This is an optimization exercise on Yosys and OpenROAD, whose aim is small area, not a production implementation.
In this exercise RTL edits were held to simulation tests only and were not proved equivalent to the original.

Setup of pepper:
## tenthirty
module tenthirty(
    input clk,
    input rst_n,  
    input btn_m,  
    input btn_r,  
    output reg [7:0] seg7_sel,
    output reg [7:0] seg7,    
    output reg [7:0] seg7_l,  
    output reg [2:0] led  
);
localparam IDLE            = 3'd0;
localparam BEGINING        = 3'd4;
localparam HIT_CARD_PLAYER = 3'd2;
localparam HIT_CARD_DEALER = 3'd3;
localparam COMPARE         = 3'd6;
localparam DONE            = 3'd7;
localparam PLAYER_DONE     = 3'd1;
localparam DEALER_DONE     = 3'd5;
localparam [3:0] C_POINT = 4'd0;   
localparam [3:0] C_NUM0  = 4'd10;
localparam [3:0] C_LINE  = 4'd12;
localparam [3:0] C_RST   = 4'd13;
localparam [3:0] C_D1    = 4'd1;
localparam [3:0] C_D2    = 4'd2;
function [3:0] digit_code(input [3:0] u);
    case (u)
        4'd0: digit_code = 4'd10;
        4'd1: digit_code = 4'd1;
        4'd2: digit_code = 4'd2;
        4'd3: digit_code = 4'd3;
        4'd4: digit_code = 4'd4;
        4'd5: digit_code = 4'd5;
        4'd6: digit_code = 4'd6;
        4'd7: digit_code = 4'd7;
        4'd8: digit_code = 4'd8;
        4'd9: digit_code = 4'd9;
        4'd10: digit_code = 4'd10;
        default: digit_code = 4'd0;
    endcase
endfunction
reg [5:0] cnt;
always @(posedge clk or negedge rst_n) begin
    if (!rst_n) cnt <= 6'd4;
    else        cnt <= cnt + 6'd1;
end
wire       dis_en = (cnt[2:0] == 3'b111);    
wire       rise   = (cnt == 6'd35);          
  ...
For scale: about 52 flip-flops, roughly 0.0033 mm2 of cells after synthesis.
export LEC_CHECK = 0
export ABC_AREA = 1
export CAP_MARGIN = 0
export CORE_MARGIN = 2
export CORE_UTILIZATION = 65
export CTS_BUF_LIST = sky130_fd_sc_hd__clkbuf_8
export GPL_TIMING_DRIVEN = 0
export SLEW_MARGIN = 0
create_clock -name core_clock -period 10.0 [get_ports {clk}]
standard.sh (not shown) runs the stock make flow with config.mk's settings and CLKGATE_MAP_FILE= SYNTH_SCRIPT=/design/flow/synth_recipe.tcl, a recipe that flattens the netlist after the stock synthesis.
==> flow/flow/run.sh <==
#!/bin/bash
# Own layout flow: the standard layout, with
#  - synthesis through flow/synth.tcl: the standard flow's synthesis script, with ABC
#    run as flow/abc.script (area oriented) on four seeds, keeping the
#    smallest netlist, and no adder extraction;
#  - sky130_fd_sc_hd__buf_1 as the port buffers;
#  - clock tree of sky130_fd_sc_hd__clkbuf_8 without dummy loads.
# Each tool's output goes to own_synth.log / own_layout.log here and to
# ORFS's own logs under orfs/logs.
set -euo pipefail
W=$(pwd)
export OWN_ABC_SCRIPT=$W/flow/abc.script
export OWN_ABC_SEEDS="0 1 2 3"
export OWN_ABC_DIR=$W/own_abc
mkdir -p $OWN_ABC_DIR
bash standard.sh synth "SYNTH_SCRIPT=$W/flow/synth.tcl" > $W/own_synth.log 2>&1
bash standard.sh finish "BUFFER_PORTS_ARGS=-buffer_cell sky130_fd_sc_hd__buf_1" "CTS_ARGS=-sink_clustering_enable -repair_clock_nets -buf_list sky130_fd_sc_hd__clkbuf_8 -dont_use_dummy_load" > $W/own_layout.log 2>&1
==> flow/flow/abc.script <==
strash
&get -n
&deepsyn -T 45 -S @SEED@
&put
dch -f
amap
topo
==> flow/flow/synth.tcl <==
# The standard flow's synthesis script (synth_recipe.tcl), with the combinational logic
# mapped for area: each ABC call runs flow/abc.script (an area oriented
# script) with several random seeds and keeps the smallest result, and
# ORFS's adder extraction is left out.
proc synth {args} { yosys synth -nofsm -noshare {*}$args }
proc abc {args} {
  set dir $::env(OWN_ABC_DIR)
  set lib [lindex $args [expr {[lsearch -exact $args -liberty] + 1}]]
  set template [read [open $::env(OWN_ABC_SCRIPT)]]
  set i [lsearch -exact $args -script]
  yosys design -save own_pre_abc
  set best_area -1
  foreach seed $::env(OWN_ABC_SEEDS) {
    yosys design -load own_pre_abc
    set script $dir/abc_seed$seed.script
    set f [open $script w]
    puts -nonewline $f [string map [list @SEED@ $seed] $template]
    close $f
    lset args [expr {$i + 1}] $script
    yosys abc {*}$args
    yosys tee -q -o $dir/abc_seed$seed.stat stat -liberty $lib
    set text [read [open $dir/abc_seed$seed.stat]]
    regexp {Chip area for module[^:]*:\s*([0-9.]+)} $text -> area
    puts "own abc: seed $seed area $area"
    if {$best_area < 0 || $area < $best_area} {
      set best_area $area
      yosys design -save own_best_abc
    }
  }
  yosys design -load own_best_abc
  puts "own abc: kept area $best_area"
}
set ::env(ADDER_MAP_FILE) ""
source $::env(SCRIPTS_DIR)/synth.tcl
# left out here: clear keep_hierarchy, flatten, clean up, hide names made inside functions, write 1_2_yosys.v
For nickel, these inputs were changed with respect to pepper:
-- flow/design.v --
<<< pepper, line 189
            pick_times <= done ? 3'd0 : pick_times + {2'b00, pip};
        else
            pick_times <= 3'd1;
    end
end
>>> nickel, line 189
            pick_times <= done ? 3'd0 : pick_times + {2'b00, pip};
        else
            pick_times <= {2'b00, st_beg};
    end
end
<<< pepper, line 197
    led[2] = ~was_cmp & st_done;
end
wire [3:0] pj   = {1'b0, pick_times} + {1'b1, ~j};
wire [2:0] back = cnt[2] ? pj[2:0] : 3'd0;
wire [5:0] addr = pointer - {3'd0, back};
wire [3:0] card;
>>> nickel, line 197
    led[2] = ~was_cmp & st_done;
end
wire [2:0] back = cnt[2] ? (pick_times + ~j) : 3'd0;
wire [5:0] addr = pointer - {3'd0, back};
wire [3:0] card;
<<< pepper, line 230
always @(posedge clk) begin
    if (land & ~done) begin
        case (pick_times)
            3'd1: valid[0] <= ~btn_r_pluse;
            3'd2: valid[1] <= ~btn_r_pluse;
            3'd3: valid[2] <= ~btn_r_pluse;
            3'd4: valid[3] <= ~btn_r_pluse;
            3'd5: valid[4] <= ~btn_r_pluse;
            default: ;
        endcase
    end
end
>>> nickel, line 229
always @(posedge clk) begin
    if (land & ~done) begin
        if (st_beg) valid[0] <= ~btn_r_pluse;
        if (st_hit) begin
            case (pick_times)
                3'd1: valid[0] <= ~btn_r_pluse;
                3'd2: valid[1] <= ~btn_r_pluse;
                3'd3: valid[2] <= ~btn_r_pluse;
                3'd4: valid[3] <= ~btn_r_pluse;
                3'd5: valid[4] <= ~btn_r_pluse;
                default: ;
            endcase
        end
    end
end
<<< pepper, line 266
    end
endfunction
wire live      = (pj == 4'd0);
wire live_void = live & (j[2] ? nflag : done);   
wire [7:0] valid_j   = {3'b000, valid};    
>>> nickel, line 268
    end
endfunction
wire live      = (j == pick_times - 3'd1);
wire live_void = live & (j[2] ? nflag : done);   
wire [7:0] valid_j   = {3'b000, valid};    
<<< pepper, line 276
always @(*) begin
    if (show_hit)
        code = (j >= 3'd5) ? t_code : pj[3] ? C_LINE : card_code;
    else if (show_cmp)
        code = (j == 3'd3 || j == 3'd4) ? C_LINE : t_code;
>>> nickel, line 278
always @(*) begin
    if (show_hit)
        code = (j >= 3'd5) ? t_code : (j >= pick_times) ? C_LINE : card_code;
    else if (show_cmp)
        code = (j == 3'd3 || j == 3'd4) ? C_LINE : t_code;
Findings:
nickel reached the end of the flow, and the finished layout is clean on the timing, design-rule and antenna checks.
The run showing the greater number of global-route vias before repair is pepper.
nickel ends up with lower fraction of area in multi-input gates than pepper does.
Going from pepper to nickel, cell area after placement shows a reduction of 20 um2; gate count after technology mapping shows a reduction of about 0.7%; global-route track usage on met3 shows a reduction of 0.67 points.

re-timing with driven ports:
No port has a modelled driver above. Below, the same layouts with a new extraction and two added sets of constraints. Step 1, drivers: a clkbuf_16 drives clk and a buf_2 each remaining input, both assumed. Step 2 times the ports against the registers' clock, not the clock port: input delays grow and output delays shrink by t, the midpoint of the rising clock arrivals with the driver on. a / b / c = ideal ports / drivers / drivers and shift; a / b = the first two.
run	t, ns	slack for setup (ns)	hold WS [ns]	slew at the worst register clock pin (ns)	cell pins on the clock port's net
pepper	0.330	3.011 / 3.011 / 3.011	0.467 / 0.467 / 0.467	0.11 / 0.11	1
nickel	0.327	2.969 / 2.969 / 2.969	0.462 / 0.462 / 0.462	0.10 / 0.10	1
After both steps every run listed still meets setup and hold.
